What follows belongs to an exercise in optimizing a design on an open flow for small area, a short achievable clock period and few clock cycles per item; a production flow would make more cautious choices.
At most, simulation tests tie the RTL to the original design; equivalence was not proved.

==> run D: inputs <==
==> flow/design.v (excerpt) <==
module dct_4x4_core (
    input          clk,
    input          reset,
    input          i_valid,
    output         i_ready,
    input  [255:0] i_data,
    output         o_valid,
    input          o_ready,
    output [255:0] o_data
);
Settings: LEC_CHECK=0, CAP_MARGIN=20, CORE_MARGIN=2, CORE_UTILIZATION=55, PLACE_DENSITY=0.7, SETUP_SLACK_MARGIN=2.2, SLEW_MARGIN=20; clock period 5.0 ns.
standard.sh (not shown) runs the stock make flow with config.mk's settings and CLKGATE_MAP_FILE= SYNTH_SCRIPT=/design/flow/synth_recipe.tcl, a recipe that flattens the netlist after the stock synthesis.
==> flow/flow/run.sh <==
#!/bin/bash
# Layout flow: the standard ORFS flow (standard.sh), with two synthesis
# changes so that ABC maps the whole datapath for a delay target:
#  - Yosys's full/half-adder extraction is skipped (ADDER_MAP_FILE empty);
#  - ABC runs flow/abc_speed.script (delay-targeted map) in place of ORFS's
#    abc_speed.script, through a copy of ORFS's scripts folder that differs
#    only in that file.
# Synthesis is otherwise synth_recipe.tcl unchanged (same registers and names);
# floorplan to final layout is standard.sh unchanged.
set -euo pipefail
S="$PWD/scripts_abc"
rm -rf "$S"
cp -r "$FLOW_HOME/scripts" "$S"
cp flow/abc_speed.script "$S/abc_speed.script"
bash standard.sh SCRIPTS_DIR="$S" ADDER_MAP_FILE= synth > synth.log 2>&1
bash standard.sh > layout.log 2>&1
==> flow/flow/abc_speed.script <==
strash
dch
map -D 1750
topo
buffer -c
upsize -c -D 1750
dnsize -c -D 1750
==> run A: changes against run D <==
--- a/flow/design.v
+++ b/flow/design.v
@@ -32,23 +32,23 @@
     input          i_valid,
     output         i_ready,
     input  [255:0] i_data,
     output         o_valid,
     input          o_ready,
     output [255:0] o_data
 );
-    reg  [4:1] v;
-    wire en = o_ready | ~v[4];
+    reg  [3:1] v;
+    wire en = o_ready | ~v[3];
     assign i_ready = en;
-    assign o_valid = v[4];
+    assign o_valid = v[3];
     always @(posedge clk) begin
         if (reset)
-            v <= 4'd0;
+            v <= 3'd0;
         else if (en)
-            v <= {v[3:1], i_valid};
+            v <= {v[2:1], i_valid};
     end
     wire signed [8:0] x00 = {1'b0, i_data[240 +: 8]};
     wire signed [8:0] x01 = {1'b0, i_data[224 +: 8]};
     wire signed [8:0] x02 = {1'b0, i_data[208 +: 8]};
     wire signed [8:0] x03 = {1'b0, i_data[192 +: 8]};
     wire signed [8:0] x10 = {1'b0, i_data[176 +: 8]};
     wire signed [8:0] x11 = {1'b0, i_data[160 +: 8]};
@@ -218,89 +218,41 @@
     wire signed [11:0] z22 = S03_2_r - S12_2_r;
     wire signed [12:0] z21 = (D03_2_r <<< 1) + D12_2_r;
     wire signed [12:0] z23 = D03_2_r - (D12_2_r <<< 1);
     wire signed [12:0] z30 = S03_3_r + S12_3_r;
     wire signed [12:0] z32 = S03_3_r - S12_3_r;
     wire signed [13:0] z31 = (D03_3_r <<< 1) + D12_3_r;
     wire signed [13:0] z33 = D03_3_r - (D12_3_r <<< 1);
-    reg [11:0] z00_q;
-    always @(posedge clk) if (en) z00_q <= z00[11:0];
-    wire signed [12:0] z00_r = {1'b0, z00_q};
-    reg signed [11:0] z02_q;
-    always @(posedge clk) if (en) z02_q <= z02;
-    wire signed [11:0] z02_r = z02_q;
-    reg signed [12:0] z01_q;
-    always @(posedge clk) if (en) z01_q <= z01;
-    wire signed [12:0] z01_r = z01_q;
-    reg signed [12:0] z03_q;
-    always @(posedge clk) if (en) z03_q <= z03;
-    wire signed [12:0] z03_r = z03_q;
-    reg signed [12:0] z10_q;
-    always @(posedge clk) if (en) z10_q <= z10;
-    wire signed [12:0] z10_r = z10_q;
-    reg signed [12:0] z12_q;
-    always @(posedge clk) if (en) z12_q <= z12;
-    wire signed [12:0] z12_r = z12_q;
-    reg signed [13:0] z11_q;
-    always @(posedge clk) if (en) z11_q <= z11;
-    wire signed [13:0] z11_r = z11_q;
-    reg signed [13:0] z13_q;
-    always @(posedge clk) if (en) z13_q <= z13;
-    wire signed [13:0] z13_r = z13_q;
-    reg signed [11:0] z20_q;
-    always @(posedge clk) if (en) z20_q <= z20;
-    wire signed [11:0] z20_r = z20_q;
-    reg signed [11:0] z22_q;
-    always @(posedge clk) if (en) z22_q <= z22;
-    wire signed [11:0] z22_r = z22_q;
-    reg signed [12:0] z21_q;
-    always @(posedge clk) if (en) z21_q <= z21;
-    wire signed [12:0] z21_r = z21_q;
-    reg signed [12:0] z23_q;
-    always @(posedge clk) if (en) z23_q <= z23;
-    wire signed [12:0] z23_r = z23_q;
-    reg signed [12:0] z30_q;
-    always @(posedge clk) if (en) z30_q <= z30;
-    wire signed [12:0] z30_r = z30_q;
-    reg signed [12:0] z32_q;
-    always @(posedge clk) if (en) z32_q <= z32;
-    wire signed [12:0] z32_r = z32_q;
-    reg signed [13:0] z31_q;
-    always @(posedge clk) if (en) z31_q <= z31;
-    wire signed [13:0] z31_r = z31_q;
-    reg signed [13:0] z33_q;
-    always @(posedge clk) if (en) z33_q <= z33;
-    wire signed [13:0] z33_r = z33_q;
-    wire signed [15:0] y00 = z00_r <<< 2;
-    wire signed [15:0] y01_t = (z01_r <<< 2) + z01_r;
+    wire signed [15:0] y00 = z00 <<< 2;
+    wire signed [15:0] y01_t = (z01 <<< 2) + z01;
     wire signed [14:0] y01 = y01_t >>> 1;
-    wire signed [14:0] y02 = z02_r <<< 2;
-    wire signed [15:0] y03_t = (z03_r <<< 2) + z03_r;
+    wire signed [14:0] y02 = z02 <<< 2;
+    wire signed [15:0] y03_t = (z03 <<< 2) + z03;
     wire signed [14:0] y03 = y03_t >>> 1;
-    wire signed [15:0] y10_t = (z10_r <<< 2) + z10_r;
+    wire signed [15:0] y10_t = (z10 <<< 2) + z10;
     wire signed [14:0] y10 = y10_t >>> 1;
-    wire signed [15:0] y11_t = (z11_r <<< 1) + z11_r;
+    wire signed [15:0] y11_t = (z11 <<< 1) + z11;
     wire signed [14:0] y11 = y11_t >>> 1;
-    wire signed [15:0] y12_t = (z12_r <<< 2) + z12_r;
+    wire signed [15:0] y12_t = (z12 <<< 2) + z12;
     wire signed [14:0] y12 = y12_t >>> 1;
-    wire signed [15:0] y13_t = (z13_r <<< 1) + z13_r;
+    wire signed [15:0] y13_t = (z13 <<< 1) + z13;
     wire signed [14:0] y13 = y13_t >>> 1;
-    wire signed [14:0] y20 = z20_r <<< 2;
-    wire signed [15:0] y21_t = (z21_r <<< 2) + z21_r;
+    wire signed [14:0] y20 = z20 <<< 2;
+    wire signed [15:0] y21_t = (z21 <<< 2) + z21;
     wire signed [14:0] y21 = y21_t >>> 1;
-    wire signed [14:0] y22 = z22_r <<< 2;
-    wire signed [15:0] y23_t = (z23_r <<< 2) + z23_r;
+    wire signed [14:0] y22 = z22 <<< 2;
+    wire signed [15:0] y23_t = (z23 <<< 2) + z23;
     wire signed [14:0] y23 = y23_t >>> 1;
-    wire signed [15:0] y30_t = (z30_r <<< 2) + z30_r;
+    wire signed [15:0] y30_t = (z30 <<< 2) + z30;
     wire signed [14:0] y30 = y30_t >>> 1;
-    wire signed [15:0] y31_t = (z31_r <<< 1) + z31_r;
+    wire signed [15:0] y31_t = (z31 <<< 1) + z31;
     wire signed [14:0] y31 = y31_t >>> 1;
-    wire signed [15:0] y32_t = (z32_r <<< 2) + z32_r;
+    wire signed [15:0] y32_t = (z32 <<< 2) + z32;
     wire signed [14:0] y32 = y32_t >>> 1;
-    wire signed [15:0] y33_t = (z33_r <<< 1) + z33_r;
+    wire signed [15:0] y33_t = (z33 <<< 1) + z33;
     wire signed [14:0] y33 = y33_t >>> 1;
     reg [13:0] y00_q;
     always @(posedge clk) if (en) y00_q <= y00[13:0];
     wire signed [14:0] y00_r = {1'b0, y00_q};
     reg signed [13:0] y01_q;
     always @(posedge clk) if (en) y01_q <= y01;
     wire signed [13:0] y01_r = y01_q;
- SETUP_SLACK_MARGIN: 2.2 -> 2.4
==> run P: changes against run D <==
--- a/flow/design.v
+++ b/flow/design.v
@@ -32,23 +32,23 @@
     input          i_valid,
     output         i_ready,
     input  [255:0] i_data,
     output         o_valid,
     input          o_ready,
     output [255:0] o_data
 );
-    reg  [4:1] v;
-    wire en = o_ready | ~v[4];
+    reg  [3:1] v;
+    wire en = o_ready | ~v[3];
     assign i_ready = en;
-    assign o_valid = v[4];
+    assign o_valid = v[3];
     always @(posedge clk) begin
         if (reset)
-            v <= 4'd0;
+            v <= 3'd0;
         else if (en)
-            v <= {v[3:1], i_valid};
+            v <= {v[2:1], i_valid};
     end
     wire signed [8:0] x00 = {1'b0, i_data[240 +: 8]};
     wire signed [8:0] x01 = {1'b0, i_data[224 +: 8]};
     wire signed [8:0] x02 = {1'b0, i_data[208 +: 8]};
     wire signed [8:0] x03 = {1'b0, i_data[192 +: 8]};
     wire signed [8:0] x10 = {1'b0, i_data[176 +: 8]};
     wire signed [8:0] x11 = {1'b0, i_data[160 +: 8]};
@@ -218,89 +218,41 @@
     wire signed [11:0] z22 = S03_2_r - S12_2_r;
     wire signed [12:0] z21 = (D03_2_r <<< 1) + D12_2_r;
     wire signed [12:0] z23 = D03_2_r - (D12_2_r <<< 1);
     wire signed [12:0] z30 = S03_3_r + S12_3_r;
     wire signed [12:0] z32 = S03_3_r - S12_3_r;
     wire signed [13:0] z31 = (D03_3_r <<< 1) + D12_3_r;
     wire signed [13:0] z33 = D03_3_r - (D12_3_r <<< 1);
-    reg [11:0] z00_q;
-    always @(posedge clk) if (en) z00_q <= z00[11:0];
-    wire signed [12:0] z00_r = {1'b0, z00_q};
-    reg signed [11:0] z02_q;
-    always @(posedge clk) if (en) z02_q <= z02;
-    wire signed [11:0] z02_r = z02_q;
-    reg signed [12:0] z01_q;
-    always @(posedge clk) if (en) z01_q <= z01;
-    wire signed [12:0] z01_r = z01_q;
-    reg signed [12:0] z03_q;
-    always @(posedge clk) if (en) z03_q <= z03;
-    wire signed [12:0] z03_r = z03_q;
-    reg signed [12:0] z10_q;
-    always @(posedge clk) if (en) z10_q <= z10;
-    wire signed [12:0] z10_r = z10_q;
-    reg signed [12:0] z12_q;
-    always @(posedge clk) if (en) z12_q <= z12;
-    wire signed [12:0] z12_r = z12_q;
-    reg signed [13:0] z11_q;
-    always @(posedge clk) if (en) z11_q <= z11;
-    wire signed [13:0] z11_r = z11_q;
-    reg signed [13:0] z13_q;
-    always @(posedge clk) if (en) z13_q <= z13;
-    wire signed [13:0] z13_r = z13_q;
-    reg signed [11:0] z20_q;
-    always @(posedge clk) if (en) z20_q <= z20;
-    wire signed [11:0] z20_r = z20_q;
-    reg signed [11:0] z22_q;
-    always @(posedge clk) if (en) z22_q <= z22;
-    wire signed [11:0] z22_r = z22_q;
-    reg signed [12:0] z21_q;
-    always @(posedge clk) if (en) z21_q <= z21;
-    wire signed [12:0] z21_r = z21_q;
-    reg signed [12:0] z23_q;
-    always @(posedge clk) if (en) z23_q <= z23;
-    wire signed [12:0] z23_r = z23_q;
-    reg signed [12:0] z30_q;
-    always @(posedge clk) if (en) z30_q <= z30;
-    wire signed [12:0] z30_r = z30_q;
-    reg signed [12:0] z32_q;
-    always @(posedge clk) if (en) z32_q <= z32;
-    wire signed [12:0] z32_r = z32_q;
-    reg signed [13:0] z31_q;
-    always @(posedge clk) if (en) z31_q <= z31;
-    wire signed [13:0] z31_r = z31_q;
-    reg signed [13:0] z33_q;
-    always @(posedge clk) if (en) z33_q <= z33;
-    wire signed [13:0] z33_r = z33_q;
-    wire signed [15:0] y00 = z00_r <<< 2;
-    wire signed [15:0] y01_t = (z01_r <<< 2) + z01_r;
+    wire signed [15:0] y00 = z00 <<< 2;
+    wire signed [15:0] y01_t = (z01 <<< 2) + z01;
     wire signed [14:0] y01 = y01_t >>> 1;
-    wire signed [14:0] y02 = z02_r <<< 2;
-    wire signed [15:0] y03_t = (z03_r <<< 2) + z03_r;
+    wire signed [14:0] y02 = z02 <<< 2;
+    wire signed [15:0] y03_t = (z03 <<< 2) + z03;
     wire signed [14:0] y03 = y03_t >>> 1;
-    wire signed [15:0] y10_t = (z10_r <<< 2) + z10_r;
+    wire signed [15:0] y10_t = (z10 <<< 2) + z10;
     wire signed [14:0] y10 = y10_t >>> 1;
-    wire signed [15:0] y11_t = (z11_r <<< 1) + z11_r;
+    wire signed [15:0] y11_t = (z11 <<< 1) + z11;
     wire signed [14:0] y11 = y11_t >>> 1;
-    wire signed [15:0] y12_t = (z12_r <<< 2) + z12_r;
+    wire signed [15:0] y12_t = (z12 <<< 2) + z12;
     wire signed [14:0] y12 = y12_t >>> 1;
-    wire signed [15:0] y13_t = (z13_r <<< 1) + z13_r;
+    wire signed [15:0] y13_t = (z13 <<< 1) + z13;
     wire signed [14:0] y13 = y13_t >>> 1;
-    wire signed [14:0] y20 = z20_r <<< 2;
-    wire signed [15:0] y21_t = (z21_r <<< 2) + z21_r;
+    wire signed [14:0] y20 = z20 <<< 2;
+    wire signed [15:0] y21_t = (z21 <<< 2) + z21;
     wire signed [14:0] y21 = y21_t >>> 1;
-    wire signed [14:0] y22 = z22_r <<< 2;
-    wire signed [15:0] y23_t = (z23_r <<< 2) + z23_r;
+    wire signed [14:0] y22 = z22 <<< 2;
+    wire signed [15:0] y23_t = (z23 <<< 2) + z23;
     wire signed [14:0] y23 = y23_t >>> 1;
-    wire signed [15:0] y30_t = (z30_r <<< 2) + z30_r;
+    wire signed [15:0] y30_t = (z30 <<< 2) + z30;
     wire signed [14:0] y30 = y30_t >>> 1;
-    wire signed [15:0] y31_t = (z31_r <<< 1) + z31_r;
+    wire signed [15:0] y31_t = (z31 <<< 1) + z31;
     wire signed [14:0] y31 = y31_t >>> 1;
-    wire signed [15:0] y32_t = (z32_r <<< 2) + z32_r;
+    wire signed [15:0] y32_t = (z32 <<< 2) + z32;
     wire signed [14:0] y32 = y32_t >>> 1;
-    wire signed [15:0] y33_t = (z33_r <<< 1) + z33_r;
+    wire signed [15:0] y33_t = (z33 <<< 1) + z33;
     wire signed [14:0] y33 = y33_t >>> 1;
     reg [13:0] y00_q;
     always @(posedge clk) if (en) y00_q <= y00[13:0];
     wire signed [14:0] y00_r = {1'b0, y00_q};
     reg signed [13:0] y01_q;
     always @(posedge clk) if (en) y01_q <= y01;
     wire signed [13:0] y01_r = y01_q;
- CTS_BUF_LIST: default -> sky130_fd_sc_hd__clkbuf_4 sky130_fd_sc_hd__clkbuf_8
- SETUP_SLACK_MARGIN: 2.2 -> 1.9
==> comparison <==
Fmax: run P > run D > run A. In run D the synthesized area is higher than in run P, by 8.3%. Between run D and run P, the lower die area is in run P (gap 8.1%, measured against run P).
==> figures <==
Status: run P no timing/DRC/antenna violations; run D no timing/DRC/antenna violations; run A no timing/DRC/antenna violations
Count of mapped cells out of synthesis: run P 6,148; run D 5,755; run A 6,148
Mean area per synthesized cell: run P 7.15 um2; run D 8.27 um2; run A 7.15 um2
Overall die height: run P 287 um; run D 298 um; run A 287 um
Clock network latency to the later pin of the worst-skew pair: run P 0.72 ns; run D 0.65 ns; run A 0.72 ns
Start-to-end type of the worst setup path: run P in -> out; run D reg -> reg; run A reg -> reg
Smallest setup slack after layout: run P 1.93 ns; run D 1.91 ns; run A 1.21 ns
Testbench counts of run A, summed over its fixed seeds: cycles 2,072, items 2,048.
Testbench counts of run P, summed over its fixed seeds: cycles 2,072, items 2,048.
Function not checked in run D: the RTL went through the layout flow alone.

-- separate check: timing with driven ports --
In the flow no input, the clock included, has a driving cell. The finished layouts below were timed again as built, in two steps.
Step 1 (the two cells are an assumption about what drives the block):
set clk [get_ports {clk}]
set_driving_cell -lib_cell sky130_fd_sc_hd__clkbuf_16 $clk
set_driving_cell -lib_cell sky130_fd_sc_hd__buf_2 [delete_from_list [all_inputs] $clk]
Step 2, shift: input delay + t, output delay - t, t = (earliest + latest rising clock arrival at the registers) / 2. This alone moves slack from input paths to output paths.
a / b / c = ideal / step 1 / step 2; a / b = the first two.
run	t (ns)	setup WS [ns]	latest minus earliest clock arrival (ns)	pins driven straight from the clock port
run D	0.703	1.911 / 1.911 / 1.455	0.031 / 0.031	1
run A	0.744	1.213 / 1.213 / 1.213	0.052 / 0.053	1
run P	0.772	1.929 / 1.904 / 1.335	0.039 / 0.040	1
After both steps setup and hold are still met in every run listed. For run P, which loses most, drivers alone change the setup slack by -0.025 ns; drivers and shift together by -0.594 ns.
